This design comes from an exercise in tuning for small area on the open sky130 flow, not from production work. Function was checked by simulation only, so behaviour that the tests miss may differ from the original. Power is estimated from default activity; no workload was simulated.

`flow/config.mk`:
```
export PLATFORM = sky130hd
export DESIGN_NAME = uart_vector_processor
export DESIGN_NICKNAME = uart_vector_processor
export VERILOG_FILES = /design/flow/design.v
export SDC_FILE = /design/flow/constraint.sdc
export NUM_CORES = 8
export LEC_CHECK = 0
export CAP_MARGIN = 20
export CORE_MARGIN = 2
export CORE_UTILIZATION = 40
export CTS_CLUSTER_DIAMETER = 100
export CTS_CLUSTER_SIZE = 30
export SLEW_MARGIN = 20
```
`flow/run.sh`:
```
#!/bin/bash
# synth_recipe.tcl (not shown) runs the flow's synth.tcl, then flattens the netlist and writes it again
# the make line also repeats each setting of config.mk as NAME=value (left out here)
make -C /OpenROAD-flow-scripts/flow DESIGN_CONFIG=/design/flow/config.mk WORK_HOME=/design/flow/orfs CLKGATE_MAP_FILE= SYNTH_SCRIPT=/design/flow/synth_recipe.tcl finish
```
`flow/constraint.sdc`:
```
create_clock -name core_clock -period 100.0 [get_ports {clk}]
set_input_delay 20.0000 -clock core_clock [delete_from_list [all_inputs] [get_ports {clk}]]
set_output_delay 20.0000 -clock core_clock [all_outputs]
set_load 0.01 [all_outputs]
```
`flow/design.v`:
```
module uart_vector_processor #(
    parameter int BIT_RATE = 115200,
    parameter int CLK_FREQ = 1_843_200,
    parameter int MAX_VECT_SIZE = 8,
    parameter int MAX_MAT_ROWS = 4,
    parameter int MAX_MAT_COLS = 4
)(
    input wire clk,
    input wire resetn,
    input wire uart_rx,
    output wire uart_tx,
    output wire led_busy,
    output wire led_rx_active,
    output wire led_tx_active,
    output wire led_error
);
    localparam [2:0] S_IDLE = 3'd0,    
                     S_SZ   = 3'd1,    
                     S_OP1  = 3'd2,    
                     S_OP2  = 3'd3,    
                     S_TX   = 3'd4,    
                     S_ERR  = 3'd6;    
    reg [2:0] st;
    reg       frm;           
    reg [7:0] fc;            
    reg [3:0] ph;            
    reg [3:0] w;             
    reg [1:0] bi;            
    reg [3:0] L;             
    reg [1:0] op;            
    reg       c;             
    reg       dA;            
    reg       bcur;          
    reg       act;           
    reg       txo;           
    wire [3:0] m = fc[7:4];
    wire [3:0] e = fc[3:0];
    wire is_tx  = (st == S_TX);
    wire is_mat = (op == 2'b00);
    wire is_dot = (op == 2'b11);
    wire muldot = op[1];
    reg [15:0] rE [0:15];
    reg [15:0] rO [0:15];
    wire [2:0] yidx = is_dot ? 3'd0 : w[2:0];
    wire XE_lo = rE[{1'b0, w[2:0]}][0];
    wire XO_lo = rO[{1'b0, w[2:0]}][0];
    wire YE = rE[{1'b1, yidx}][0];
    wire YO = rO[{1'b1, yidx}][0];
    wire XE = w[3] ? YE : XE_lo;
    wire XO = w[3] ? YO : XO_lo;
    wire [2:0] bb = {1'b0, bi} + ((is_tx && muldot) ? {1'b0, is_dot, ~is_dot} : 3'd0);
    wire bitwin = frm && !m[3];                        
    wire hit    = bitwin && (ph == {bb[1:0], m[2:1]});  
    wire s15    = (ph == 4'd15);
    wire fend   = frm && (e == 4'd15) && (is_tx ? (m == 4'd9) : (m == 4'd8));
    wire rx   = uart_rx;
    wire XR   = m[0] ? XO : XE;                        
    wire first_bit = (bi == 2'd0) && (m[2:0] == 3'd0);
    wire cin_add = first_bit ? 1'b0 : c;
    wire nb   = (st == S_OP1) ? rx : (XR ^ rx ^ cin_add);
    wire pass  = act;                                   
    wire pfirst = (ph == 4'd0);
    wire cin_m = pfirst ? 1'b0 : c;
    wire t0 = bcur & XE;
    wire s0 = YE ^ t0 ^ cin_m;
    wire c1 = (YE & t0) | (YE & cin_m) | (t0 & cin_m);
    wire t1 = bcur & XO;
    wire s1 = YO ^ t1 ^ c1;
    wire c2 = (YO & t1) | (YO & c1) | (t1 & c1);
    wire rxop = frm && !is_tx;
    wire capv = bb[2] ? 1'b0 : (muldot ? (m[0] ? YO : YE) : (m[0] ? XO : XE));
    wire wrX  = pass || (hit && rxop && (st == S_OP1 || (st == S_OP2 && !muldot)));
    wire wrY  = pass || (st == S_OP1 && muldot);
    wire XdE = pass ? (pfirst ? 1'b0 : dA) : (m[0] ? XE : nb);
    wire XdO = pass ? XE : (m[0] ? nb : XO);
    wire YdE = pass ? s0 : 1'b0;
    wire YdO = pass ? s1 : 1'b0;
    wire UdE = is_mat ? XdE : YdE;
    wire UdO = is_mat ? XdO : YdO;
    genvar gi;
    generate
        for (gi = 0; gi < 16; gi = gi + 1) begin : g_slot
            wire we;
            wire dE, dO;
            if (gi < 8) begin : g_lo
                assign we = wrX && (w == gi);
                assign dE = XdE;
                assign dO = XdO;
            end else begin : g_hi
                assign we = (wrX && (w == gi)) || (wrY && (yidx == gi - 8));
                assign dE = UdE;
                assign dO = UdO;
            end
            always @(posedge clk) begin
                rE[gi] <= {we ? dE : rE[gi][0], rE[gi][15:1]};
                rO[gi] <= {we ? dO : rO[gi][0], rO[gi][15:1]};
            end
        end
    endgenerate
    wire [3:0] wnx = (is_mat && (w[1:0] == L[1:0])) ? {w[3:2] + 2'd1, 2'b00} : (w + 4'd1);
    wire last = (w == L);
    wire [2:0] k = m[2:0];
    wire brin = (k == 3'd0) ? 1'b1 : c;
    wire dbit = rx ^ brin;
    always @(posedge clk) begin
        ph <= ph + 4'd1;
        fc <= (!frm && !rx && st != S_ERR && !is_tx) ? 8'hF1 :
              (is_tx && !frm && s15)               ? 8'h00 : fc + 8'd1;
        if (pass) begin
            c  <= c2;
            dA <= XO;
        end else if (hit && rxop) begin
            if (st == S_SZ) c <= brin & ~rx;
            else            c <= (XR & rx) | (XR & cin_add) | (rx & cin_add);
        end
        if (hit && rxop) begin
            case (st)
                S_IDLE: begin
                    if (k == 3'd0) op[0] <= rx;
                    if (k == 3'd1) op[1] <= rx;
                end
                S_SZ: begin
                    if (bi == 2'd0 && (is_mat ? (k < 3'd2) : (k < 3'd4))) begin
                        if (is_mat && w[0]) L <= {L[3:2], dbit, L[1]};
                        else                L <= {dbit, L[3:1]};
                    end
                end
                default: ;
            endcase
        end
        if (is_tx) begin
            if (hit) bcur <= capv;
        end else if (s15)
            bcur <= rx;
        if (s15)
            act <= bitwin && rxop && st == S_OP2 && muldot;
        if (fend) begin
            case (st)
                S_IDLE: begin bi <= 2'd0; w <= 4'd0; end
                S_SZ: begin
                    bi <= bi + 2'd1;
                    if (bi == 2'd3) w <= (is_mat && !w[0]) ? 4'd1 : 4'd0;
                end
                S_OP1, S_OP2, S_TX: begin
                    bi <= bi + 2'd1;
                    if (bi == 2'd3) w <= last ? 4'd0 : wnx;
                end
                default: ;
            endcase
        end
    end
    always @(posedge clk or negedge resetn) begin
        if (!resetn) begin
            st  <= S_IDLE;
            frm <= 1'b0;
            txo <= 1'b1;
        end else begin
            if (!frm && !rx && st != S_ERR && !is_tx) frm <= 1'b1;
            else if (is_tx && !frm && s15)           frm <= 1'b1;
            else if (fend)                           frm <= 1'b0;
            if (s15)
                txo <= (is_tx && !frm) ? 1'b0 : (is_tx && frm && !m[3]) ? (hit ? capv : bcur) : 1'b1;
            if (hit && rxop && st == S_IDLE) begin
                if (k == 3'd2 && (rx ? (op != 2'b00) : (op == 2'b00))) st <= S_ERR;
                if (k >= 3'd3 && rx) st <= S_ERR;
            end
            if (fend) begin
                case (st)
                    S_IDLE: st <= S_SZ;
                    S_SZ:   if (bi == 2'd3 && !(is_mat && !w[0])) st <= S_OP1;
                    S_OP1:  if (bi == 2'd3 && last) st <= S_OP2;
                    S_OP2:  if (bi == 2'd3 && last) st <= S_TX;
                    S_TX:   if (bi == 2'd3 && (last || is_dot)) st <= S_IDLE;
                    default: ;
                endcase
            end
        end
    end
    assign uart_tx       = txo;
    assign led_tx_active = is_tx;
    assign led_rx_active = (st == S_SZ) || (st == S_OP1) || (st == S_OP2);
    assign led_busy      = led_rx_active || is_tx;
    assign led_error     = (st == S_ERR);
endmodule
```
==> impl_metrics.ini, run 1 <==
[synth]
synth_ff_type = dfxtp_1
synth_seq_cells = 545
syn_area_mm2 = 0.0134
synth-adder-area-share_pct = 2.18
synth_top_family_by_area = simple AND/OR/NAND/NOR gates
netlist.area_leader.share_pct = 78.1
ys_top_cells_by_area = dfxtp_1 78%, edfxtp_1 3.6%, mux2_2 1.8%
syn_nets = 908
synthSimpleGateAreaFrac_pct = 5.30
netlist_instances = 884
yosysSeqAreaShare_pct = 82.6
synth_mux_area_share_pct = 2.89
synthTopCellsByCount = 524 x dfxtp_1, 40 x nand2_1, 39 x nor2_1
synth.most_common_cell = dfxtp_1
synth_compound_area_share_pct = 4.79
async_flop_share_pct = 0.917
yosys.area.top_type = dfxtp_1
syn_avg_cell_area_um2 = 15.2
yosys_warnings = 3
synthXorXnorAreaFrac_pct = 1.17
synth_edf_count = 16
synth_cell_types = 74

[clock_network]
postCtsSetupBuffers = 0
cts_buffer_depth = 3
clk_latency_ps = 540
htreeDepth = 1
cts-root-buf = clkbuf_16
cts_buffers = 22
cts.sinks = 545
cts_resized = 0
clk_pin_slew_ps = 110
cts_tree = built
hold_buffers = 0

[worst_setup_path]
arrival_ps = 2280
timing.critical_path.max_delay_family = buffers and inverters
worstPathCellList = nor2b_1 -> nand2b_1 -> inv_2 -> clkdlybuf4s50_1
crit_fanout = 10
start_kind = register
required_ps = 80000
critPathKind = register to output port
path_buf_inv = 2
cp_slowest_stage_delay_ps = 570
cp-end-kind = output port
crit_slowest_cell = dfrtp_1

[grt]
grt_pass1_wl_um = 29900
grt_max_degree = 32
antenna_found_initial = 0
grt-ovfl-total = 0
grt_pass1_vias = 5687
grt_use_total_pct = 10.6

[sta]
period_share_pct = 22.3
finalSetupViolations = 0
max_freq_mhz = 44.9
slew_viol_final = 0
skew_ps = 20.0
rsz0062_at_grt = no
setup_ws_ps = 77720
fin_crit_ps = 22280
finalHoldViolations = 0
setup_tns_ps = 0
slew_headroom_pct = 44.4
tightest_slew_ps = 834

[final_layout]
drive_gt1_share_pct = 7.10
syn2layout_area_growth_pct = 8.88
fin_cells = 1351
fin_nets = 922

[power]
leakage_nw = 5.75
p_clk_share_pct = 32.2
power.density_mw_per_mm2 = 22.0
switching_share_pct = 18.6
p_int_mw = 0.262
seqPwrFrac_pct = 67.7
combPwrFrac_pct = 0.1
p_switching_mw = 0.0599
ir_drop_v = 0.0000110

[routing]
avgViaCountPerCell = 4.35
wirelength_um = 18400
vias = 5872
met2_wirelength_um = 7720
drt_pre_antenna_iters = 4
wl_met1_um = 9440
drc_errors = 0
drtIter0Drc = 294
wire_per_inst_um = 13.6
wl_met3_um = 816
top_layer = met4
drtAntennaViolNets = 0

[hold_path]
hold_class = register to register

[floorplanning]
core.rowCount = 67
ioPinCount = 8
coreArea_mm2 = 0.0333
die_w_um = 187
start_util_pct = 40.4
die_area_mm2 = 0.0351
die_height_um = 187

[placed_design]
hpwl_um = 12000
place_ws_ps = 77370
io_buffers = 7
gp_congestion = 0.818
place_inst = 1322

[status]
status = timing/DRC/antenna clean

[flow_run]
cap_violations = 0
-- per-layer routing --
| layer | GRT usage, % | vias up |
|---|---|---|
| li1 | - | 2949 |
| met1 | 15.4 | 2794 |
| met2 | 16.0 | 93 |
| met3 | 1.84 | 36 |
| met4 | 3.51 | 0 |
| met5 | 0 | - |
-- placed cells by master, fill, tap and decap left out, drive strengths merged, types with 9 or more instances in the layout --
cell type,instances
nand3,11
a31oi,12
dfxtp,524
inv,14
mux2,30
edfxtp,16
nor3,10
nor2,40
a21oi,9
o21ai,20
nand2,40
ha,17
clkbuf,27
xnor2,12
-- power by group through the flow --
stage	Combinational (mW)	Sequential [mW]	Clock, mW
after CTS	0.000340	0.218	0.108
final	0.000334	0.218	0.104
after detailed placement	0.000337	0.223	0
after global placement	0.000334	0.223	0
after global routing	0.000380	0.218	0.116
after floorplan	0.000120	0.223	0
-- metrics by stage --
step                      power, mW  instance area (um^2)  hold slack, ps  utilization, %
final                         0.322                 14600             319            43.9
after global routing          0.334                 14600             321            43.9
after global placement        0.223                 14000             310            42.0
after floorplan               0.223                 13400             310               -
after CTS                     0.326                 14600             320            43.9
after detailed placement      0.223                 14000             312            42.0
-- sequential cells by signal, indices dropped and copies added, names as in the netlist --
register  flops
dA            1
txo           1
act           1
bcur          1
c             1
rE          256
bi            2
frm           1
ph            4
fc            8
rO          256
st            3
L             4
w             4
op            2
-- worst paths after layout --
check | startpoint | end | slack [ps] | depth (start not counted)
setup reg to reg | w[1]$_DFFE_PP_ | rO[6][15]$_DFF_P_ | 95450 | 14
min in group asynchronous | resetn | st[0]$_DFF_PN0_ | 19690 | 1
hold reg to reg | rO[6][11]$_DFF_P_ | rO[6][10]$_DFF_P_ | 320 | 0
setup / recovery | st[2]$_DFF_PN0_ | led_tx_active | 77720 | 4
hold / removal | rO[6][11]$_DFF_P_ | rO[6][10]$_DFF_P_ | 320 | 0
max in group asynchronous | resetn | txo$_DFFE_PN1N_ | 80050 | 1
-- area by class of cell --
type,count,area (um^2)
multi-input cells,307,2190
diodes,1,2.50
clock inverters,1,30.0
inverters,14,52.6
well taps,448,561
fillers,2980,18700
flip-flops and latches,545,11100
repair buffers,8,77.6
clock buffers,27,612
-- cells by family after synthesis --
kind of cell | after synthesis
xor gates and xnor gates | 18
AOI/OAI and AO/OA | 88
adders and majority gates | 21
and+or+nand+nor | 145
muxes | 35
buffers and inverters | 32
DFF | 545
==> run 2, diff against run 1 <==
--- a/flow/config.mk
+++ b/flow/config.mk
@@ -9,5 +9,5 @@
 export CORE_MARGIN = 2
-export CORE_UTILIZATION = 40
+export CORE_UTILIZATION = 70
 export CTS_CLUSTER_DIAMETER = 100
-export CTS_CLUSTER_SIZE = 30
+export CTS_CLUSTER_SIZE = 35
 export SLEW_MARGIN = 20
==> impl_metrics.ini, run 2 <==
[placed_design]
io_buffers = 7
gp_congestion = 0.828
hpwl_um = 14000
place_inst = 1107

[routing]
avgViaCountPerCell = 5.47
drtIter0Drc = 497
vias = 6185
wirelength_um = 23300
drtAntennaViolNets = 0
drt_pre_antenna_iters = 5
wire_per_inst_um = 20.6
drc_errors = 0

[final_layout]
mostFrequentLayoutCell = dfxtp_1
fillers = 1026
antennaDiodeCount = 0
final_cell_mix = 524 x dfxtp_1, 40 x nand2_1, 39 x nor2_1
largestRegisters = rE x256, rO x256, fc x8
drive_gt1_share_pct = 6.47
fin_nets = 918
syn2layout_area_growth_pct = 5.77
fin_cells = 1130

[grt]
met2_usage_pct = 38.4
grt_pass1_wl_um = 35900
antenna_found_initial = 0
grt_use_total_pct = 23.4
grt_use_met3_pct = 3.16
grt_pass1_vias = 6349
grt_max_degree = 37
grtUsageMet1_pct = 32.0
grt-ovfl-total = 0
busiest_layer = met2

[floorplanning]
core.rowCount = 50
start_util_pct = 71.6
die_height_um = 143
coreArea_mm2 = 0.0188
die_area_mm2 = 0.0203
die_w_um = 143
ioPinCount = 8

[clock_network]
cts_tree = built
cts_resized = 0
clk_latency_ps = 540
cts_buffers = 19
hold_buffers = 0
clk_pin_slew_ps = 120
cts_buffer_depth = 3
postCtsSetupBuffers = 0
cts.sinks = 545
htreeDepth = 1
cts-root-buf = clkbuf_16

[worst_setup_path]
crit_fanout = 10
required_ps = 80000
arrival_ps = 2310
regToRegEndpoint = rO[4][15]$_DFF_P_
rrSetupSlack_ps = 95190
cp-end-kind = output port
rr_worst_depth = 14
start_kind = register
reg2reg_from = w[0]$_DFFE_PP_
critPathKind = register to output port

[synth]
netlist_instances = 884
syn_area_mm2 = 0.0134
synth_edf_count = 16
synthTopCellsByCount = 524 x dfxtp_1, 40 x nand2_1, 39 x nor2_1
synth.most_common_cell = dfxtp_1
yosys.area.top_type = dfxtp_1
netlist.area_leader.share_pct = 78.1
syn_avg_cell_area_um2 = 15.2
synth_ff_type = dfxtp_1
syn_nets = 908
yosysSeqAreaShare_pct = 82.6
ys_top_cells_by_area = dfxtp_1 78%, edfxtp_1 3.6%, mux2_2 1.8%
yosys_warnings = 3
async_flop_share_pct = 0.917
synth_cell_types = 74
synth_seq_cells = 545

[hold_path]
min_to = rE[6][8]$_DFF_P_
whs_path_depth = 0
min_from = rE[6][9]$_DFF_P_
hold_class = register to register

[sta]
tightest_slew_ps = 892
skew_ps = 20.3
rsz0062_at_grt = no
finalHoldViolations = 0
slew_viol_final = 0
finalSetupViolations = 0
slew_headroom_pct = 40.5
max_freq_mhz = 44.8
period_share_pct = 22.3
setup_tns_ps = 0
fin_crit_ps = 22310

[status]
status = timing/DRC/antenna clean

[power]
ir_drop_v = 0.0000189
leakage_nw = 5.68
power.density_mw_per_mm2 = 22.1

[flow_run]
cap_violations = 0
run 2: cell counts after synthesis:
Identical to the previous run, type by type.
run 2: final cells by class:
class,instances,area (um^2),share of cell area [%]
flip-flops and latches,545,11100,78.1
well taps,234,293,2.06
clock inverters,1,16.3,0.114
clock buffers,22,487,3.43
inverters,14,52.6,0.370
multi-input cells,307,2190,15.4
repair buffers,7,70.1,0.493
run 2: worst max-delay path by stage:
| stage | from | endpoint | cells after the start |
|---|---|---|---|
| 2_1_floorplan | uart_rx | rO[0][15]$_DFF_P_ | 6 |
| 3_3_place_gp | uart_rx | rO[0][15]$_DFF_P_ | 7 |
| 3_5_place_dp | uart_rx | rO[2][15]$_DFF_P_ | 7 |
| 4_1_cts | st[2]$_DFF_PN0_ | led_tx_active | 4 |
| 5_1_grt | st[1]$_DFF_PN0_ | led_busy | 3 |
| 6_report | st[2]$_DFF_PN0_ | led_tx_active | 4 |
run 2: kinds of logic after synthesis:
logic type / count (synthesis) / share of synthesized area [%]
AOI/OAI and AO/OA: 88 / 4.79
xor gates and xnor gates: 18 / 1.17
adders and majority gates: 21 / 2.18
buffers and inverters: 32 / 1.06
DFF: 545 / 82.6
muxes: 35 / 2.89
and+or+nand+nor: 145 / 5.30
run 2: worst max-delay path, cell delays in order, from the launching register on:
cell and delay, ps:
dfrtp_1 550, nor2b_1 250, nand2b_1 200, inv_2 210
clkdlybuf4s50_1 560
run 2: metrics by stage:
step	total power [mW]	util, %	hold slack (ps)	setup WS (ps)	cell area [um^2]
5_1_grt	0.321	75.7	326	77510	14200
2_1_floorplan	0.223	-	310	78410	13400
6_report	0.313	75.7	320	77690	14200
4_1_cts	0.315	75.7	327	77660	14200
3_5_place_dp	0.223	73.0	312	77380	13700
3_3_place_gp	0.223	73.0	309	77500	13700
run 2: report_power, final:
group / switching (mW) / internal (mW)
Clock: 0.0593 / 0.0357
Combinational: 0.000200 / 0.000134
Sequential: 0 / 0.218
Total: 0.0595 / 0.254
run 2: routing by layer:
layer	vias to the layer above	share of wire, %
li1	2943	-
met2	191	47
met1	2974	45
met4	0	4.1
met3	77	4.2
met5	-	0
==> run 3, diff against run 2 <==
--- a/flow/config.mk
+++ b/flow/config.mk
@@ -9,3 +9,3 @@
 export CORE_MARGIN = 2
-export CORE_UTILIZATION = 70
+export CORE_UTILIZATION = 40
 export CTS_CLUSTER_DIAMETER = 100
==> impl_metrics.ini, run 3 <==
[status]
status = timing/DRC/antenna clean

[sta]
period_share_pct = 22.3
max_freq_mhz = 44.9
setup_tns_ps = 0
rsz0062_at_grt = no
slew_viol_final = 0
finalSetupViolations = 0
fin_crit_ps = 22270
tightest_slew_ps = 868
skew_ps = 17.5
finalHoldViolations = 0
slew_headroom_pct = 42.1

[worst_setup_path]
rr_worst_depth = 14
reg2reg_from = w[1]$_DFFE_PP_
critPathKind = register to output port
arrival_ps = 2270
start_kind = register
path_buf_inv = 1
crit_fanout = 16
cp_slowest_stage_delay_ps = 590
rrSetupSlack_ps = 95440
regToRegEndpoint = rO[6][15]$_DFF_P_
required_ps = 80000
worstPathCellList = nor2_1 -> xnor2_1 -> clkdlybuf4s50_1
crit_slowest_cell = dfrtp_1
cp-end-kind = output port
timing.critical_path.max_delay_family = flip-flops

[routing]
wire_per_inst_um = 13.6
wl_met1_um = 9530
drtIter0Drc = 326
vias = 5831
drtAntennaViolNets = 0
wirelength_um = 18300
avgViaCountPerCell = 4.33
top_layer = met4
wl_met3_um = 779
drc_errors = 0
drt_pre_antenna_iters = 4
met2_wirelength_um = 7520

[clock_network]
cts_tree = built
cts.sinks = 545
clk_latency_ps = 540
cts-root-buf = clkbuf_16
postCtsSetupBuffers = 0
clk_pin_slew_ps = 120
hold_buffers = 0
cts_buffers = 19
htreeDepth = 1
cts_resized = 0
cts_buffer_depth = 3

[grt]
grt_max_degree = 37
grt_pass1_wl_um = 29500
grt-ovfl-total = 0
grt_use_total_pct = 10.5
grt_pass1_vias = 5599
antenna_found_initial = 0

[synth]
synthTopCellsByCount = 524 x dfxtp_1, 40 x nand2_1, 39 x nor2_1
yosysSeqAreaShare_pct = 82.6
syn_avg_cell_area_um2 = 15.2
yosys.area.top_type = dfxtp_1
syn_area_mm2 = 0.0134
synth_seq_cells = 545
netlist_instances = 884
netlist.area_leader.share_pct = 78.1
syn_nets = 908
synth_ff_type = dfxtp_1
async_flop_share_pct = 0.917
synth_cell_types = 74
synth.most_common_cell = dfxtp_1
synth_edf_count = 16
ys_top_cells_by_area = dfxtp_1 78%, edfxtp_1 3.6%, mux2_2 1.8%
yosys_warnings = 3

[power]
ir_drop_v = 0.0000141
power.density_mw_per_mm2 = 21.5
leakage_nw = 5.69

[final_layout]
final_cell_area_mm2 = 0.0145
largestRegisters = rE x256, rO x256, fc x8
syn2layout_area_growth_pct = 7.92
antennaDiodeCount = 0
fin_nets = 919
mostFrequentLayoutCell = dfxtp_1
fillers = 2981
drive_gt1_share_pct = 6.67
fin_cells = 1347
final_cell_mix = 524 x dfxtp_1, 40 x nand2_1, 39 x nor2_1

[floorplanning]
core.rowCount = 67
start_util_pct = 40.4
die_w_um = 187
ioPinCount = 8
coreArea_mm2 = 0.0333
die_height_um = 187
die_area_mm2 = 0.0351

[placed_design]
io_buffers = 7
place_inst = 1322
place_area_mm2 = 0.0140
hpwl_um = 12000
gp_congestion = 0.818

[hold_path]
whs_path_depth = 0
min_from = rO[4][5]$_DFF_P_
min_to = rO[4][4]$_DFF_P_
hold_class = register to register

[flow_run]
cap_violations = 0
[run 3: cell counts after synthesis]
No cell type changed its count.
[run 3: kinds of logic (layout without fill, tap and decap cells)]
| kind of cell | Yosys count | after routing | synth area share (%) |
|---|---|---|---|
| AOI/OAI and AO/OA | 88 | 88 | 4.79 |
| xor gates and xnor gates | 18 | 18 | 1.17 |
| adders and majority gates | 21 | 21 | 2.18 |
| buffers and inverters | 32 | 47 | 1.06 |
| DFF | 545 | 545 | 82.6 |
| muxes | 35 | 35 | 2.89 |
| and+or+nand+nor | 145 | 145 | 5.30 |
[run 3: power by group]
group          internal [mW]  switching (mW)  leakage, nW
combinational       0.000133        0.000203        0.988
clock                 0.0360          0.0581        0.251
sequential             0.218               0         4.45
total                  0.254          0.0583         5.69
[run 3: worst max-delay path by stage]
stage	start	endpoint	slack, ps	depth (start not counted)
2_1_floorplan	uart_rx	rO[0][15]$_DFF_P_	78410	6
3_3_place_gp	uart_rx	rO[1][15]$_DFF_P_	77430	7
3_5_place_dp	uart_rx	rO[4][15]$_DFF_P_	77370	7
4_1_cts	st[2]$_DFF_PN0_	led_tx_active	77690	4
5_1_grt	st[2]$_DFF_PN0_	led_tx_active	77590	4
6_report	st[1]$_DFF_PN0_	led_busy	77730	3
[run 3: area by class of cell]
cell class / instances / area (um^2) / area share (%)
Inverter: 14 / 52.6 / 0.363
Sequential cell: 545 / 11100 / 76.5
Clock buffer: 23 / 490 / 3.38
Tap cell: 448 / 561 / 3.87
Clock inverter: 2 / 25.0 / 0.173
Timing Repair Buffer: 8 / 77.6 / 0.535
Multi-Input combinational cell: 307 / 2190 / 15.1
[run 3: metrics by stage]
step                      power [mW]  setup WS [ps]  hold slack [ps]  utilization [%]
after global placement         0.223          77430              310             42.0
after global routing           0.324          77590              334             43.6
after CTS                      0.317          77690              332             43.6
after detailed placement       0.223          77370              312             42.0
after floorplan                0.223          78410              310                -
final                          0.312          77730              327             43.6
[run 3: per-layer routing]
| layer | vias up | track usage [%] |
|---|---|---|
| met3 | 38 | 1.80 |
| li1 | 2941 | - |
| met1 | 2765 | 15.4 |
| met4 | 0 | 3.48 |
| met5 | - | 0 |
| met2 | 87 | 15.7 |
==> run 4, diff against run 3 <==
--- a/flow/config.mk
+++ b/flow/config.mk
@@ -9,5 +9,5 @@
 export CORE_MARGIN = 2
-export CORE_UTILIZATION = 40
+export CORE_UTILIZATION = 55
 export CTS_CLUSTER_DIAMETER = 100
-export CTS_CLUSTER_SIZE = 35
+export CTS_CLUSTER_SIZE = 36
 export SLEW_MARGIN = 20
==> impl_metrics.ini, run 4 <==
[synth]
netlist_instances = 884
yosysSeqAreaShare_pct = 82.6
synth.most_common_cell = dfxtp_1
synthTopCellsByCount = 524 x dfxtp_1, 40 x nand2_1, 39 x nor2_1
synth_seq_cells = 545
yosys.area.top_type = dfxtp_1
synth_cell_types = 74
yosys_warnings = 3
async_flop_share_pct = 0.917
syn_area_mm2 = 0.0134
syn_avg_cell_area_um2 = 15.2
synth_ff_type = dfxtp_1
synth_edf_count = 16
netlist.area_leader.share_pct = 78.1
ys_top_cells_by_area = dfxtp_1 78%, edfxtp_1 3.6%, mux2_2 1.8%
syn_nets = 908

[clock_network]
cts_buffer_depth = 3
cts.sinks = 545
cts_resized = 0
cts_buffers = 19
htreeDepth = 1
clk_latency_ps = 540
hold_buffers = 0
postCtsSetupBuffers = 0
cts-root-buf = clkbuf_16
cts_tree = built
clk_pin_slew_ps = 120

[routing]
vias = 5922
wirelength_um = 19400
avgViaCountPerCell = 4.85
drt_pre_antenna_iters = 4
drc_errors = 0
drtIter0Drc = 297
wire_per_inst_um = 15.9
drtAntennaViolNets = 0

[floorplanning]
core.rowCount = 57
die_area_mm2 = 0.0257
coreArea_mm2 = 0.0242
ioPinCount = 8
die_w_um = 160
die_height_um = 160
start_util_pct = 55.6

[final_layout]
drive_gt1_share_pct = 6.58
fillers = 1874
final_cell_mix = 524 x dfxtp_1, 40 x nand2_1, 39 x nor2_1
mostFrequentLayoutCell = dfxtp_1
fin_cells = 1221
finish.utilization_pct = 59.3
fin_nets = 918
syn2layout_area_growth_pct = 6.76
largestRegisters = rE x256, rO x256, fc x8
antennaDiodeCount = 0

[sta]
worst_hold_slack_ps = 316
rsz0062_at_grt = no
skew_ps = 26.0
setup_tns_ps = 0
fin_crit_ps = 22300
tightest_slew_ps = 819
slew_viol_final = 0
slew_headroom_pct = 45.4
finalSetupViolations = 0
max_freq_mhz = 44.8
period_share_pct = 22.3
finalHoldViolations = 0

[worst_setup_path]
critPathKind = register to output port
regToRegEndpoint = rO[0][15]$_DFF_P_
crit_fanout = 16
rr_worst_depth = 14
reg2reg_from = w[0]$_DFFE_PP_
worstPathCellList = nor2_1 -> xnor2_1 -> clkdlybuf4s50_1
cp_slowest_stage_delay_ps = 690
crit_slowest_cell = dfrtp_1
required_ps = 80000
arrival_ps = 2300
cp-end-kind = output port
rrSetupSlack_ps = 95390
start_kind = register

[power]
leakage_nw = 5.69
ir_drop_v = 0.0000172
power.density_mw_per_mm2 = 21.8

[hold_path]
hold_class = register to register
min_to = rO[13][0]$_DFF_P_
whs_path_depth = 0
min_from = rO[13][1]$_DFF_P_

[placed_design]
hpwl_um = 12700
io_buffers = 7
gp_congestion = 0.806
place_inst = 1197

[grt]
antenna_found_initial = 0
grt_pass1_vias = 5931
grt-ovfl-total = 0
grt_pass1_wl_um = 31100
grt_max_degree = 38
grt_use_total_pct = 15.4

[status]
status = timing/DRC/antenna clean

[flow_run]
cap_violations = 0
## run 4: changes by cell type in the layout (fill, tap and decap cells not counted), sizes merged
cell	change
buf	-1
clkbuf	-1
## run 4: cell families after synthesis
kind of cell | Yosys count | share of synthesized area [%]
simple gates | 145 | 5.30
flops | 545 | 82.6
compound gates | 88 | 4.79
buf+inv | 32 | 1.06
mux | 35 | 2.89
xor+xnor | 18 | 1.17
fa+ha+maj | 21 | 2.18
## run 4: power breakdown
group | switching (mW) | internal [mW] | leakage [nW] | total, mW
sequential | 0 | 0.218 | 4.45 | 0.218
clock | 0.0586 | 0.0362 | 0.255 | 0.0948
combinational | 0.000196 | 0.000132 | 0.984 | 0.000329
total | 0.0588 | 0.254 | 5.69 | 0.313
## run 4: per-stage QoR
stage | instance area (um^2) | setup slack [ps] | total power, mW
final | 14300 | 77700 | 0.313
after global routing | 14300 | 77540 | 0.324
after global placement | 13800 | 77480 | 0.223
after detailed placement | 13800 | 77390 | 0.223
after CTS | 14300 | 77680 | 0.316
after floorplan | 13400 | 78410 | 0.223
## run 4: layer usage
layer	global-route usage (%)	routed length [um]	share of wire [%]
met5	0	0	0
met3	2.60	767	4.0
met1	22.3	9690	50
met4	4.59	436	2.3
met2	24.1	8470	44
## run 4: how the worst max path moves through the flow
stage	cells after the start	end	slack, ps	from
after floorplan	6	rO[0][15]$_DFF_P_	78410	uart_rx
after global placement	7	rO[1][15]$_DFF_P_	77480	uart_rx
after detailed placement	7	rO[6][15]$_DFF_P_	77390	uart_rx
after CTS	3	led_busy	77680	st[1]$_DFF_PN0_
after global routing	3	led_busy	77540	st[1]$_DFF_PN0_
final	3	led_busy	77700	st[1]$_DFF_PN0_
## run 4: worst max-delay path, delay by kind of cell, from the launching register on
family                 cells  cell delay, ps
flip-flops                 1             690
buffers and inverters      1             590
XOR/XNOR                   1             280
AND/OR/NAND/NOR            1             200
## run 4: layout make-up
cell class | count | area (um^2) | share of cell area, %
sequential | 545 | 11100 | 77.4
multi-input combinational | 307 | 2190 | 15.3
clock buffer | 22 | 487 | 3.39
tap | 324 | 405 | 2.83
timing repair buffer | 7 | 70.1 | 0.489
inverter | 14 | 52.6 | 0.366
clock inverter | 2 | 36.3 | 0.253
==> run 5, diff against run 4 <==
==> flow/design.v (replaced) <==
module uart_vector_processor #(
    parameter int BIT_RATE = 115200,
    parameter int CLK_FREQ = 1_843_200,
    parameter int MAX_VECT_SIZE = 8,
    parameter int MAX_MAT_ROWS = 4,
    parameter int MAX_MAT_COLS = 4
)(
    input wire clk,
    input wire resetn,
    input wire uart_rx,
    output wire uart_tx,
    output wire led_busy,
    output wire led_rx_active,
    output wire led_tx_active,
    output wire led_error
);
    localparam [2:0] S_IDLE = 3'b000,    
                     S_SZ   = 3'b001,    
                     S_OP1  = 3'b010,    
                     S_OP2  = 3'b011,    
                     S_TX   = 3'b100,    
                     S_ERR  = 3'b101;    
    reg [2:0] st;
    reg       frm;           
    reg [7:0] fc;            
    reg [3:0] ph;            
    reg [3:0] w;             
    reg [1:0] bi;            
    reg [3:0] L;             
    reg [1:0] op;            
    reg       c;             
    reg       dA;            
    reg       bcur;          
    reg       act;           
    reg       txo;           
    wire [3:0] m = fc[7:4];
    wire s_idle = (st == S_IDLE);
    wire s_sz   = (st == S_SZ);
    wire s_op1  = (st == S_OP1);
    wire s_op2  = (st == S_OP2);
    wire is_tx  = (st == S_TX);
    wire is_err = (st == S_ERR);
    wire is_mat = ~op[1] & ~op[0];
    wire is_dot = op[1] & op[0];
    wire muldot = op[1];
    reg [15:0] rE [0:15];
    reg [15:0] rO [0:15];
    wire [2:0] yidx = w[2:0] & {3{~is_dot}};
    wire XE_lo = rE[{1'b0, w[2:0]}][0];
    wire XO_lo = rO[{1'b0, w[2:0]}][0];
    wire YE = rE[{1'b1, yidx}][0];
    wire YO = rO[{1'b1, yidx}][0];
    wire XE = w[3] ? YE : XE_lo;
    wire XO = w[3] ? YO : XO_lo;
    wire [2:0] bb = {1'b0, bi} + {1'b0, is_tx & is_dot, is_tx & op[1] & ~op[0]};
    wire bitwin = frm & ~m[3];                           
    wire hit    = bitwin & (ph == {bb[1:0], m[2:1]});    
    wire s15    = &ph;
    wire fend   = frm & s15 & m[3] & (m[0] == is_tx);
    wire rxstart = ~frm & ~uart_rx & ~is_err & ~is_tx;
    wire txstart = ~frm & is_tx & s15;
    wire rx   = uart_rx;
    wire rxop = frm & ~is_tx;
    wire rhit = hit & rxop;
    wire [2:0] k = m[2:0];
    wire XR   = m[0] ? XO : XE;                          
    wire cin_add = c & ~((bi == 2'd0) & (k == 3'd0));
    wire nb   = s_op1 ? rx : (XR ^ rx ^ cin_add);
    wire cadd = (XR & rx) | (cin_add & (XR ^ rx));
    wire pass   = act;
    wire pfirst = (ph == 4'd0);
    wire cin_m  = c & ~pfirst;
    wire t0 = bcur & XE;
    wire s0 = YE ^ t0 ^ cin_m;
    wire c1 = (YE & t0) | (cin_m & (YE ^ t0));
    wire t1 = bcur & XO;
    wire s1 = YO ^ t1 ^ c1;
    wire c2 = (YO & t1) | (c1 & (YO ^ t1));
    wire capv = ~bb[2] & (muldot ? (m[0] ? YO : YE) : XR);
    wire wrX  = pass | (rhit & (s_op1 | (s_op2 & ~muldot)));
    wire wrY  = pass | (s_op1 & muldot);
    wire XdE = pass ? (dA & ~pfirst) : (m[0] ? XE : nb);
    wire XdO = pass ? XE : (m[0] ? nb : XO);
    wire YdE = pass & s0;
    wire YdO = pass & s1;
    wire UdE = is_mat ? XdE : YdE;
    wire UdO = is_mat ? XdO : YdO;
    genvar gi;
    generate
        for (gi = 0; gi < 16; gi = gi + 1) begin : g_slot
            wire we;
            wire dE, dO;
            if (gi < 8) begin : g_lo
                assign we = wrX & (w == gi);
                assign dE = XdE;
                assign dO = XdO;
            end else begin : g_hi
                assign we = (wrX & (w == gi)) | (wrY & (yidx == gi - 8));
                assign dE = UdE;
                assign dO = UdO;
            end
            always @(posedge clk) begin
                rE[gi] <= {we ? dE : rE[gi][0], rE[gi][15:1]};
                rO[gi] <= {we ? dO : rO[gi][0], rO[gi][15:1]};
            end
        end
    endgenerate
    wire skip = is_mat & (w[1:0] == L[1:0]);
    wire [3:0] wnx = (w | {2'b00, skip, skip}) + 4'd1;
    wire last = (w == L);
    wire brin = (k == 3'd0) | c;
    wire dbit = rx ^ brin;
    always @(posedge clk) begin
        ph <= ph + 4'd1;
        fc <= rxstart ? 8'hF1 : txstart ? 8'h00 : fc + 8'd1;
        if (pass) begin
            c  <= c2;
            dA <= XO;
        end else if (rhit) begin
            c <= s_sz ? (brin & ~rx) : cadd;
        end
        if (rhit & s_idle) begin
            if (k == 3'd0) op[0] <= rx;
            if (k == 3'd1) op[1] <= rx;
        end
        if (rhit & s_sz & (bi == 2'd0) & ~k[2] & (~k[1] | ~is_mat)) begin
            if (is_mat & w[0]) L <= {L[3:2], dbit, L[1]};
            else               L <= {dbit, L[3:1]};
        end
        if (is_tx) begin
            if (hit) bcur <= capv;
        end else if (s15)
            bcur <= rx;
        if (s15)
            act <= bitwin & rxop & s_op2 & muldot;
        if (fend) begin
            if (s_idle) begin
                bi <= 2'd0;
                w  <= 4'd0;
            end else begin
                bi <= bi + 2'd1;
                if (bi == 2'd3)
                    w <= s_sz ? {3'b000, is_mat & ~w[0]} : (last ? 4'd0 : wnx);
            end
        end
    end
    always @(posedge clk or negedge resetn) begin
        if (!resetn) begin
            st  <= S_IDLE;
            frm <= 1'b0;
            txo <= 1'b1;
        end else begin
            if (rxstart | txstart) frm <= 1'b1;
            else if (fend)         frm <= 1'b0;
            if (s15)
                txo <= ~txstart & ~(is_tx & bitwin & ~(hit ? capv : bcur));
            if (rhit & s_idle & (k[2] | k[1]) & (rx ^ (~k[2] & ~k[0] & is_mat)))
                st <= S_ERR;
            else if (fend & (bi == 2'd3 | s_idle)) begin
                case (st)
                    S_IDLE: st <= S_SZ;
                    S_SZ:   if (~(is_mat & ~w[0])) st <= S_OP1;
                    S_OP1:  if (last) st <= S_OP2;
                    S_OP2:  if (last) st <= S_TX;
                    S_TX:   if (last | is_dot) st <= S_IDLE;
                    default: ;
                endcase
            end
        end
    end
    assign uart_tx       = txo;
    assign led_tx_active = is_tx;
    assign led_rx_active = ~st[2] & (st[1] | st[0]);
    assign led_busy      = led_rx_active | is_tx;
    assign led_error     = is_err;
endmodule
--- a/flow/config.mk
+++ b/flow/config.mk
@@ -9,5 +9,5 @@
 export CORE_MARGIN = 2
-export CORE_UTILIZATION = 55
+export CORE_UTILIZATION = 40
 export CTS_CLUSTER_DIAMETER = 100
-export CTS_CLUSTER_SIZE = 36
+export CTS_CLUSTER_SIZE = 35
 export SLEW_MARGIN = 20
==> impl_metrics.ini, run 5 <==
[worst_setup_path]
worstPathCellList = nor2_1 -> ha_1 -> clkdlybuf4s50_1
required_ps = 80000
regToRegEndpoint = rO[12][15]$_DFF_P_
rrSetupSlack_ps = 95950
arrival_ps = 2450
cp-end-kind = output port
cp_slowest_stage_delay_ps = 620
critPathKind = register to output port
crit_slowest_cell = clkdlybuf4s50_1
start_kind = register
rr_worst_depth = 11
reg2reg_from = st[1]$_DFFE_PN0P_
crit_fanout = 10

[clock_network]
cts_buffers = 19
cts_buffer_depth = 3
clk_latency_ps = 540
clk_pin_slew_ps = 120
cts.sinks = 545
cts-root-buf = clkbuf_16
cts_tree = built
cts_resized = 0
postCtsSetupBuffers = 0
htreeDepth = 1
hold_buffers = 0

[synth]
syn_area_mm2 = 0.0133
netlist.area_leader.share_pct = 79.0
syn_nets = 869
ys_top_cells_by_area = dfxtp_1 79%, edfxtp_1 3.6%, mux2_2 2.9%
synth_ff_type = dfxtp_1
synth_edf_count = 16
synth.most_common_cell = dfxtp_1
syn_avg_cell_area_um2 = 15.6
async_flop_share_pct = 0.917
yosysSeqAreaShare_pct = 83.5
yosys_warnings = 3
netlist_instances = 850
yosys.area.top_type = dfxtp_1
synthTopCellsByCount = 524 x dfxtp_1, 38 x nor2_1, 34 x mux2_2
synth_seq_cells = 545
synth_cell_types = 64

[placed_design]
gp_congestion = 0.790
hpwl_um = 11300
place_ws_ps = 77490
io_buffers = 7
place_inst = 1282

[power]
power.density_mw_per_mm2 = 21.8
leakage_nw = 5.67
total_power_mw = 0.313
ir_drop_v = 0.0000155

[routing]
wire_per_inst_um = 13.4
drtIter0Drc = 303
drt_pre_antenna_iters = 5
drtAntennaViolNets = 0
avgViaCountPerCell = 4.17
drc_errors = 0
vias = 5438
wirelength_um = 17500

[grt]
grt_pass1_vias = 5033
antenna_found_initial = 0
grt-ovfl-total = 0
grtUsageMet1_pct = 15.9
grt_use_total_pct = 10.3
grt_use_met3_pct = 1.85
grt_pass1_wl_um = 27600
met2_usage_pct = 15.1
busiest_layer = met1
grt_max_degree = 37

[sta]
rsz0062_at_grt = no
skew_ps = 18.0
finalSetupViolations = 0
setup_ws_ps = 77550
period_share_pct = 22.5
tightest_slew_ps = 879
slew_viol_final = 0
fin_crit_ps = 22450
finalHoldViolations = 0
slew_headroom_pct = 41.4
max_freq_mhz = 44.5
setup_tns_ps = 0

[final_layout]
drive_gt1_share_pct = 9.15
syn2layout_area_growth_pct = 7.96
fin_cells = 1305
final_cell_mix = 524 x dfxtp_1, 38 x nor2_1, 34 x mux2_2
fillers = 2931
fin_nets = 880
antennaDiodeCount = 0
mostFrequentLayoutCell = dfxtp_1
largestRegisters = rE x256, rO x256, fc x8

[hold_path]
hold_class = register to register
min_to = rO[1][4]$_DFF_P_
whs_path_depth = 0
min_from = rO[1][5]$_DFF_P_

[floorplanning]
die_height_um = 186
start_util_pct = 40.7
ioPinCount = 8
coreArea_mm2 = 0.0326
die_area_mm2 = 0.0347
core.rowCount = 66
die_w_um = 186

[status]
status = timing/DRC/antenna clean

[flow_run]
cap_violations = 0
run 5: cell count changes after synthesis, moves of 5 or more:
cell / change
mux2_2: +12
nand2_1: -11
inv_1: +9
mux2_1: -8
a31oi_1: -6
a22oi_1: -5
ha_1: -5
mux4_2: +5
run 5: final cells by class:
type | count | area (um^2) | share of cell area (%)
clock buffer | 21 | 483 | 3.37
clock inverter | 2 | 25.0 | 0.175
inverter | 21 | 78.8 | 0.550
multi-input combinational | 265 | 2020 | 14.1
sequential | 545 | 11100 | 77.4
tap | 442 | 553 | 3.86
timing repair buffer | 9 | 85.1 | 0.593
run 5: how the worst max path moves through the flow:
stage,startpoint,end,slack (ps),cells after the start
finish,st[1]$_DFFE_PN0P_,led_tx_active,77550,3
global route,st[1]$_DFFE_PN0P_,led_tx_active,77410,3
CTS,st[1]$_DFFE_PN0P_,led_tx_active,77540,3
detailed placement,uart_rx,rE[12][15]$_DFF_P_,77490,8
global placement,uart_rx,rE[14][15]$_DFF_P_,77530,8
floorplan,uart_rx,rO[0][15]$_DFF_P_,78510,7
run 5: report_power, final:
| group | internal, mW | total (mW) | switching, mW |
|---|---|---|---|
| Sequential | 0.219 | 0.219 | 0.000206 |
| Clock | 0.0356 | 0.0939 | 0.0582 |
| Combinational | 0.000217 | 0.000499 | 0.000281 |
run 5: stage by stage:
stage	cell area (um^2)	utilization, %	hold WS (ps)
after floorplan	13300	-	310
after global placement	13800	42.4	310
after detailed placement	13800	42.4	312
after CTS	14300	44.0	330
after global routing	14300	44.0	338
final	14300	44.0	322
run 5: kinds of logic after synthesis:
group,count (synthesis),synth area share [%]
flops,545,83.5
simple gates,135,5.19
compound gates,50,2.80
mux,45,4.22
buf+inv,40,1.26
xor+xnor,19,1.25
fa+ha+maj,16,1.73
run 5: worst max-delay path, delay by kind of cell, from the launching register on:
| family | cells | cell delay (ps) |
|---|---|---|
| buffers and inverters | 1 | 620 |
| AND/OR/NAND/NOR | 1 | 300 |
| flip-flops | 1 | 480 |
| adder cells (fa/ha/maj) | 1 | 510 |
run 5: metal layers:
metal / part of all wire (%) / vias up
met1: 53 / 2572
met5: 0 / -
li1: - / 2772
met4: 2.1 / 0
met3: 4.2 / 21
met2: 40 / 73
==> run 6, diff against run 5 <==
--- a/flow/design.v
+++ b/flow/design.v
@@ -115,5 +115,5 @@
         fc <= rxstart ? 8'hF1 : txstart ? 8'h00 : fc + 8'd1;
+        dA <= XO;
         if (pass) begin
             c  <= c2;
-            dA <= XO;
         end else if (rhit) begin
==> impl_metrics.ini, run 6 <==
[floorplanning]
coreArea_mm2 = 0.0334
die_area_mm2 = 0.0351
start_util_pct = 40.3
die_height_um = 187
ioPinCount = 8
core.rowCount = 67
die_w_um = 187

[grt]
antenna_found_initial = 0
grt_use_total_pct = 10.5
grt_pass1_wl_um = 29800
grt-ovfl-total = 0
grt_max_degree = 38
grt_pass1_vias = 5648

[flow_run]
cap_violations = 0

[final_layout]
finish.utilization_pct = 43.5
antennaDiodeCount = 0
fin_nets = 918
final_cell_mix = 525 x dfxtp_1, 30 x nor2_1, 26 x nand2_1
syn2layout_area_growth_pct = 7.74
largestRegisters = rE x256, rO x256, fc x8
final_cell_area_mm2 = 0.0145
drive_gt1_share_pct = 6.43
mostFrequentLayoutCell = dfxtp_1

[sta]
rsz0062_at_grt = no
skew_ps = 30.3
tightest_slew_ps = 930
fin_crit_ps = 22450
period_share_pct = 22.5
finalHoldViolations = 0
setup_ws_ps = 77550
slew_headroom_pct = 38.0
max_freq_mhz = 44.5
slew_viol_final = 0
setup_tns_ps = 0
finalSetupViolations = 0

[synth]
syn_avg_cell_area_um2 = 15.1
netlist_instances = 890
yosysSeqAreaShare_pct = 82.4
synth_ff_type = dfxtp_1
syn_area_mm2 = 0.0135
yosys.area.top_type = dfxtp_1
synth_edf_count = 15
ys_top_cells_by_area = dfxtp_1 78%, edfxtp_1 3.3%, mux2_2 1.4%
synth_cell_types = 72
synth.most_common_cell = dfxtp_1
async_flop_share_pct = 0.917
yosys_warnings = 3
synthTopCellsByCount = 525 x dfxtp_1, 30 x nor2_1, 26 x nand2_1
syn_nets = 909
synth_seq_cells = 545
netlist.area_leader.share_pct = 78.1

[worst_setup_path]
crit_fanout = 11
worstPathCellList = nor2_1 -> ha_1 -> clkdlybuf4s50_1
critPathLaunch = st[0]$_DFFE_PN0P_
rrSetupSlack_ps = 95680
arrival_ps = 2450
cp_slowest_stage_delay_ps = 630
critPathKind = register to output port
required_ps = 80000
cp-end-kind = output port
rr_worst_depth = 11
cp-endpoint = led_tx_active
regToRegEndpoint = rE[11][15]$_DFF_P_
crit_slowest_cell = clkdlybuf4s50_1
reg2reg_from = w[0]$_SDFFCE_PN0P_
start_kind = register

[routing]
avgViaCountPerCell = 4.34
drtAntennaViolNets = 0
vias = 5858
drtIter0Drc = 350
wirelength_um = 18400
drt_pre_antenna_iters = 4
wire_per_inst_um = 13.6
drc_errors = 0

[placed_design]
gp_congestion = 0.869
io_buffers = 7
place_ws_ps = 77460
place_area_mm2 = 0.0140
hpwl_um = 12000

[clock_network]
clk_latency_ps = 550
cts_buffers = 19
hold_buffers = 0
cts.sinks = 545
htreeDepth = 1
clk_pin_slew_ps = 120
postCtsSetupBuffers = 0
cts-root-buf = clkbuf_16
cts_resized = 0
cts_tree = built
cts_buffer_depth = 3

[power]
power.density_mw_per_mm2 = 21.6
ir_drop_v = 0.0000167
leakage_nw = 5.66
total_power_mw = 0.313

[hold_path]
whs_path_depth = 0
hold_class = register to register

[status]
status = timing/DRC/antenna clean
[run 6: logic make-up after synthesis]
| group | share of synthesized area [%] |
|---|---|
| xor+xnor | 1.24 |
| flops | 82.4 |
| mux | 2.19 |
| fa+ha+maj | 1.71 |
| compound gates | 5.13 |
| buf+inv | 1.36 |
| simple gates | 6.00 |
[run 6: where the power goes]
part	internal, mW	switching [mW]	total [mW]
logic	0.000216	0.000304	0.000521
clock network	0.0357	0.0586	0.0943
registers	0.218	0.000146	0.218
total	0.254	0.0591	0.313
[run 6: critical path, delay by kind of cell (launching register included)]
family | cells | cell delay (ps)
DFF | 1 | 500
and+or+nand+nor | 1 | 280
adders and majority gates | 1 | 490
buffers and inverters | 1 | 630
[run 6: area by class of cell]
class                      instances  area [um^2]
sequential                       545        11100
clock buffer                      21          483
tap                              448          561
inverter                          20         75.1
multi-input combinational        305         2190
timing repair buffer               8         77.6
clock inverter                     3         28.8
fill                            3071        18900
[run 6: per-layer routing]
metal / up-vias / global-route usage (%) / share of wire, %
met5: - / 0 / 0
met4: 0 / 2.82 / 1.9
met3: 28 / 2.03 / 3.6
met2: 70 / 16.2 / 42
met1: 2799 / 15.3 / 52
li1: 2961 / - / -
[run 6: worst min-delay path by stage]
| stage | from | slack (ps) | end |
|---|---|---|---|
| 6_report | rE[5][7]$_DFF_P_ | 320 | rE[5][6]$_DFF_P_ |
| 5_1_grt | rE[7][4]$_DFF_P_ | 340 | rE[7][3]$_DFF_P_ |
| 4_1_cts | rE[5][7]$_DFF_P_ | 330 | rE[5][6]$_DFF_P_ |
| 3_5_place_dp | rO[13][1]$_DFF_P_ | 310 | rO[13][0]$_DFF_P_ |
| 3_3_place_gp | rO[9][14]$_DFF_P_ | 310 | rO[9][13]$_DFF_P_ |
| 2_1_floorplan | rE[0][1]$_DFF_P_ | 310 | rE[0][0]$_DFF_P_ |
[run 6: metrics by stage]
stage                     hold WS, ps  cells
after floorplan                   310    890
after global placement            310   1326
after detailed placement          312   1326
after CTS                         326   1350
after global routing              336   1350
final                             324   1350
==> run 7, diff against run 6 <==
--- a/flow/config.mk
+++ b/flow/config.mk
@@ -7,2 +7,3 @@
 export LEC_CHECK = 0
+export ABC_AREA = 1
 export CAP_MARGIN = 20
==> impl_metrics.ini, run 7 <==
[grt]
grt_use_total_pct = 10.5
grt_pass1_wl_um = 29900
antenna_found_initial = 1
grt-ovfl-total = 0
grt_pass1_vias = 5950
grt_max_degree = 37

[final_layout]
syn2layout_area_growth_pct = 7.61
fillers = 3088
fin_nets = 1051
antennaDiodeCount = 0
largestRegisters = rE x256, rO x256, fc x8
mostFrequentLayoutCell = dfxtp_1
drive_gt1_share_pct = 6.58
final_cell_mix = 525 x dfxtp_1, 147 x nand2_1, 74 x nand3_1

[routing]
drc_errors = 0
wire_per_inst_um = 12.3
drtAntennaViolNets = 0
vias = 6216
avgViaCountPerCell = 4.19
drtIter0Drc = 356
wirelength_um = 18300
drt_pre_antenna_iters = 4

[floorplanning]
die_w_um = 189
die_height_um = 189
ioPinCount = 8
core.rowCount = 67
die_area_mm2 = 0.0356
coreArea_mm2 = 0.0335
start_util_pct = 40.7

[worst_setup_path]
crit_slowest_cell = clkdlybuf4s50_1
required_ps = 80000
worstPathCellList = nor2_1 -> ha_1 -> clkdlybuf4s50_1
cp-end-kind = output port
timing.critical_path.max_delay_family = buffers and inverters
rr_worst_depth = 18
cp.depth = 3
regToRegEndpoint = rO[2][15]$_DFF_P_
cp_slowest_stage_delay_ps = 610
critPathKind = register to output port
crit_fanout = 9
start_kind = register
rrSetupSlack_ps = 96230
reg2reg_from = st[1]$_DFFE_PN0P_
path_buf_inv = 1
arrival_ps = 2290

[sta]
setup_tns_ps = 0
rsz0062_at_grt = no
fin_crit_ps = 22290
max_freq_mhz = 44.9
finalSetupViolations = 0
tightest_slew_ps = 772
period_share_pct = 22.3
skew_ps = 19.2
slew_headroom_pct = 48.1
setup_ws_ps = 77710
slew_viol_final = 0
finalHoldViolations = 0

[clock_network]
clk_pin_slew_ps = 120
cts_resized = 0
hold_buffers = 0
cts_tree = built
clk_latency_ps = 530
htreeDepth = 1
cts-root-buf = clkbuf_16
cts_buffers = 19
cts.sinks = 545
cts_buffer_depth = 3
postCtsSetupBuffers = 0

[placed_design]
place_ws_ps = 77740
hpwl_um = 12300
io_buffers = 7
gp_congestion = 0.862

[hold_path]
min_from = rE[2][2]$_DFF_P_
whs_path_depth = 0
min_to = rE[2][1]$_DFF_P_
hold_class = register to register

[power]
power.density_mw_per_mm2 = 22.0
ir_drop_v = 0.0000149
leakage_nw = 6.04

[synth]
netlist_instances = 1017
synthTopCellsByCount = 525 x dfxtp_1, 147 x nand2_1, 74 x nand3_1
syn_nets = 1036
syn_area_mm2 = 0.0136
synth.most_common_cell = dfxtp_1
syn_avg_cell_area_um2 = 13.4
synth_seq_cells = 545
yosys_warnings = 3
netlist.area_leader.share_pct = 77.1
yosysSeqAreaShare_pct = 81.3
synth_edf_count = 15
yosys.area.top_type = dfxtp_1
synth_ff_type = dfxtp_1
synth_cell_types = 47
async_flop_share_pct = 0.917
ys_top_cells_by_area = dfxtp_1 77%, nand2_1 4.0%, edfxtp_1 3.3%

[flow_run]
cap_violations = 0

[status]
status = timing/DRC/antenna clean
-- run 7: cell count changes in the layout (fill, tap and decap cells not counted), sizes merged, moves of 8 or more --
cell | previous run | this run
nand2 | 26 | 164
a31oi | 12 | 2
nand3 | 13 | 78
nor2 | 31 | 67
nand2b | 10 | 0
o31ai | 12 | 2
mux2 | 20 | 0
inv | 22 | 55
nor2b | 8 | 0
-- run 7: how the worst max path moves through the flow --
stage	from	to	slack (ps)
final	st[1]$_DFFE_PN0P_	led_tx_active	77710
after global routing	st[1]$_DFFE_PN0P_	led_tx_active	77620
after CTS	st[1]$_DFFE_PN0P_	led_tx_active	77700
after detailed placement	uart_rx	rE[10][15]$_DFF_P_	77740
after global placement	uart_rx	rE[10][15]$_DFF_P_	77800
after floorplan	uart_rx	rE[8][15]$_DFF_P_	78640
-- run 7: cell type report --
type                       instances  area (um^2)  area share (%)
clock buffer                      21          483            3.29
clock inverter                     2         46.3           0.315
tap                              448          561            3.82
inverter                          55          219            1.49
timing repair buffer               7         70.1           0.477
sequential                       545        11100            75.6
multi-input combinational        404         2210            15.0
-- run 7: metrics by stage --
stage	instances	utilization, %	hold slack (ps)	total power [mW]	instance area (um^2)
global placement	1459	42.2	310	0.233	14100
finish	1482	43.8	327	0.323	14700
floorplan	1017	-	310	0.231	13600
global route	1482	43.8	332	0.336	14700
CTS	1482	43.8	322	0.328	14700
detailed placement	1459	42.2	312	0.233	14100
-- run 7: cell families (layout without fill, tap and decap cells) --
kind of cell             count (synthesis)  after routing  synth area share (%)
AO/OA/AOI/OAI                           37             37                  1.55
adder cells (fa/ha/maj)                 16             16                  1.69
flip-flops                             545            545                  81.3
AND/OR/NAND/NOR                        340            340                  12.2
XOR/XNOR                                11             11                 0.706
buffers and inverters                   68             85                  2.50
-- run 7: worst reg2reg max path, stage by stage (launching register included) --
cell and delay (ps):
dfrtp_1 450, nor2_1 270, ha_1 260, inv_1 70, nor3_1 190, ha_1 190, inv_1 50, fa_1 450
xnor2_1 140, nor2_1 110, nand2_1 110, nor2_4 140, nand2_2 110, o21ai_2 540, nand2_1 180, nor2_1 180
inv_1 100, nand2_1 60, o21ai_0 70
-- run 7: power breakdown --
| part | internal, mW | leakage [nW] | switching (mW) |
|---|---|---|---|
| Sequential | 0.219 | 4.48 | 0.00201 |
| Combinational | 0.00228 | 1.30 | 0.00429 |
| Clock | 0.0380 | 0.258 | 0.0575 |
-- run 7: metal layers --
| layer | up-vias | track usage, % | share of wire, % |
|---|---|---|---|
| li1 | 3227 | - | - |
| met5 | - | 0 | 0 |
| met2 | 93 | 15.8 | 41 |
| met4 | 0 | 2.91 | 2.3 |
| met1 | 2871 | 15.4 | 53 |
| met3 | 25 | 1.90 | 3.9 |
==> run 8, diff against run 7 <==
--- a/flow/design.v
+++ b/flow/design.v
@@ -115,5 +115,5 @@
         fc <= rxstart ? 8'hF1 : txstart ? 8'h00 : fc + 8'd1;
-        dA <= XO;
         if (pass) begin
             c  <= c2;
+            dA <= XO;
         end else if (rhit) begin
==> impl_metrics.ini, run 8 <==
[status]
status = timing/DRC/antenna clean

[worst_setup_path]
reg2reg_from = w[2]$_SDFFCE_PP0P_
cp-end-kind = output port
rr_worst_depth = 16
crit_fanout = 9
cp_slowest_stage_delay_ps = 610
arrival_ps = 2230
critPathKind = register to output port
crit_slowest_cell = clkdlybuf4s50_1
regToRegEndpoint = rO[7][15]$_DFF_P_
rrSetupSlack_ps = 96320
worstPathCellList = nor2_1 -> ha_1 -> clkdlybuf4s50_1
required_ps = 80000
start_kind = register

[grt]
grt_use_total_pct = 10.8
grt_max_degree = 37
grt-ovfl-total = 0
antenna_found_initial = 1
grt_pass1_vias = 5927
grt_pass1_wl_um = 30300

[synth]
yosysSeqAreaShare_pct = 82.6
synth_mux_area_share_pct = 0
synth_compound_area_share_pct = 2.32
yosys_warnings = 3
synth_edf_count = 16
synth-adder-area-share_pct = 1.71
ys_top_cells_by_area = dfxtp_1 78%, edfxtp_1 3.6%, nand2_1 3.5%
synth_ff_type = dfxtp_1
synth_cell_types = 45
netlist_instances = 1000
async_flop_share_pct = 0.917
yosys.area.top_type = dfxtp_1
syn_nets = 1019
synthTopCellsByCount = 524 x dfxtp_1, 125 x nand2_1, 80 x nand3_1
syn_avg_cell_area_um2 = 13.4
synthSimpleGateAreaFrac_pct = 10.6
synth_seq_cells = 545
synthXorXnorAreaFrac_pct = 0.717
synth.most_common_cell = dfxtp_1
netlist.area_leader.share_pct = 78.1
syn_area_mm2 = 0.0134
synth_top_family_by_area = simple AND/OR/NAND/NOR gates

[clock_network]
cts.sinks = 545
cts_resized = 0
clk_latency_ps = 530
cts_tree = built
cts_buffer_depth = 3
postCtsSetupBuffers = 0
cts_buffers = 19
cts-root-buf = clkbuf_16
htreeDepth = 1
clk_pin_slew_ps = 120
hold_buffers = 0

[sta]
finalSetupViolations = 0
worst_hold_slack_ps = 318
finalHoldViolations = 0
rsz0062_at_grt = no
setup_tns_ps = 0
slew_headroom_pct = 48.8
fin_crit_ps = 22230
tightest_slew_ps = 767
max_freq_mhz = 45.0
period_share_pct = 22.2
slew_viol_final = 0
skew_ps = 25.5

[final_layout]
drive_gt1_share_pct = 5.40
fillers = 3070
multi_input_area_mm2 = 0.00206
final_cell_mix = 524 x dfxtp_1, 125 x nand2_1, 80 x nand3_1
syn2layout_area_growth_pct = 7.94
mostFrequentLayoutCell = dfxtp_1
fin_nets = 1036
seq_area_mm2 = 0.0111
antennaDiodeCount = 0
largestRegisters = rE x256, rO x256, fc x8

[routing]
drtIter0Drc = 451
drt_pre_antenna_iters = 5
avgViaCountPerCell = 4.28
drc_errors = 0
vias = 6273
drtAntennaViolNets = 0
wire_per_inst_um = 12.8
wirelength_um = 18800

[power]
combPwrFrac_pct = 2.7
p_clk_share_pct = 28.0
total_power_mw = 0.333
seqPwrFrac_pct = 69.2
p_switching_mw = 0.0679
leakage_nw = 6.04
switching_share_pct = 20.4
power.density_mw_per_mm2 = 23.0
ir_drop_v = 0.0000165
p_int_mw = 0.265

[hold_path]
min_to = rE[12][11]$_DFF_P_
whs_path_depth = 0
min_from = rE[12][12]$_DFF_P_
hold_class = register to register

[floorplanning]
start_util_pct = 40.4
die_height_um = 187
core.rowCount = 67
coreArea_mm2 = 0.0333
die_area_mm2 = 0.0351
ioPinCount = 8
die_w_um = 187

[placed_design]
io_buffers = 7
hpwl_um = 12500
gp_congestion = 0.830

[flow_run]
cap_violations = 0
[run 8: routing by layer]
metal,up-vias,share of wire (%),routed length (um),global-route usage (%)
met2,122,39,7300,15.3
met4,0,2.4,454,3.27
met3,33,3.6,678,1.67
met5,-,0,0,0
li1,3201,-,-,-
met1,2917,55,10300,16.7
[run 8: cell families after synthesis]
family | count (synthesis)
flops | 545
simple gates | 312
buf+inv | 66
compound gates | 50
fa+ha+maj | 16
xor+xnor | 11
[run 8: power groups by stage]
| stage | Sequential, mW | Clock [mW] | Combinational (mW) |
|---|---|---|---|
| 5_1_grt | 0.231 | 0.104 | 0.0103 |
| 3_5_place_dp | 0.235 | 0 | 0.00902 |
| 4_1_cts | 0.230 | 0.0967 | 0.00907 |
| 3_3_place_gp | 0.235 | 0 | 0.00880 |
| 2_1_floorplan | 0.233 | 0 | 0.00731 |
| 6_report | 0.230 | 0.0933 | 0.00915 |
[run 8: final cells by class]
class                           count  share of cell area, %
Sequential cell                   545                   76.5
Inverter                           55                   1.44
Timing Repair Buffer                7                  0.483
Clock inverter                      2                  0.129
Multi-Input combinational cell    389                   14.2
Clock buffer                       21                   3.33
Tap cell                          448                   3.87
[run 8: how the worst max path moves through the flow]
stage	startpoint	cells after the start	to	slack (ps)
6_report	st[1]$_DFFE_PN0P_	3	led_tx_active	77770
5_1_grt	st[0]$_DFFE_PN0P_	3	led_tx_active	77700
4_1_cts	st[1]$_DFFE_PN0P_	3	led_tx_active	77760
3_5_place_dp	uart_rx	8	rO[2][15]$_DFF_P_	77640
3_3_place_gp	uart_rx	8	rO[0][15]$_DFF_P_	77700
2_1_floorplan	uart_rx	8	rE[8][15]$_DFF_P_	78630
[run 8: worst max-delay path: cells and delay by family, from the launching register on]
kind                     cells  cell delay, ps
buffers and inverters        1             610
adder cells (fa/ha/maj)      1             420
AND/OR/NAND/NOR              1             240
flip-flops                   1             430
[run 8: per-stage QoR]
stage / utilization [%] / instance area (um^2) / worst slack (ps) / instances
after floorplan: - / 13400 / 78630 / 1000
after global placement: 42.1 / 14000 / 77700 / 1444
after detailed placement: 42.1 / 14000 / 77640 / 1444
after CTS: 43.6 / 14500 / 77760 / 1467
after global routing: 43.6 / 14500 / 77700 / 1467
final: 43.6 / 14500 / 77770 / 1467

-- what the ideal ports hide --
No port has a modelled driver above. Below, the same layouts with a new extraction and two added sets of constraints.
Step 1: set_driving_cell puts a clkbuf_16 on clk and a buf_2 on each other input, an assumption about the parent block.
Step 2 moves the port delays by t, midway between the first and last clock arrival at a register: inputs arrive t later, outputs are due t later. That takes back most of the time a late clock gives input paths.
Three values: ideal ports, drivers, drivers and shift; two values: the first two.
| run | shift t [ns] | setup WS [ns] | hold WS [ns] | clock arrival spread, ns |
|---|---|---|---|---|
| run 1 | 0.576 | 77.719 / 77.673 / 77.350 | 0.319 / 0.319 / 0.319 | 0.027 / 0.027 |
| run 2 | 0.570 | 77.689 / 77.641 / 77.329 | 0.320 / 0.320 / 0.320 | 0.028 / 0.028 |
| run 3 | 0.581 | 77.731 / 77.680 / 77.322 | 0.327 / 0.327 / 0.327 | 0.018 / 0.019 |
| run 4 | 0.574 | 77.702 / 77.655 / 77.362 | 0.316 / 0.316 / 0.316 | 0.029 / 0.029 |
| run 5 | 0.575 | 77.546 / 77.502 / 77.461 | 0.322 / 0.322 / 0.322 | 0.019 / 0.019 |
| run 6 | 0.583 | 77.548 / 77.500 / 77.407 | 0.324 / 0.324 / 0.324 | 0.035 / 0.035 |
| run 7 | 0.570 | 77.714 / 77.669 / 77.743 | 0.327 / 0.327 / 0.327 | 0.020 / 0.020 |
| run 8 | 0.572 | 77.767 / 77.718 / 77.638 | 0.318 / 0.318 / 0.318 | 0.031 / 0.031 |
After both steps setup and hold are still met in every run listed. The setup slack of run 3, which loses most, moves by -0.051 ns with the drivers and by -0.409 ns with both steps.
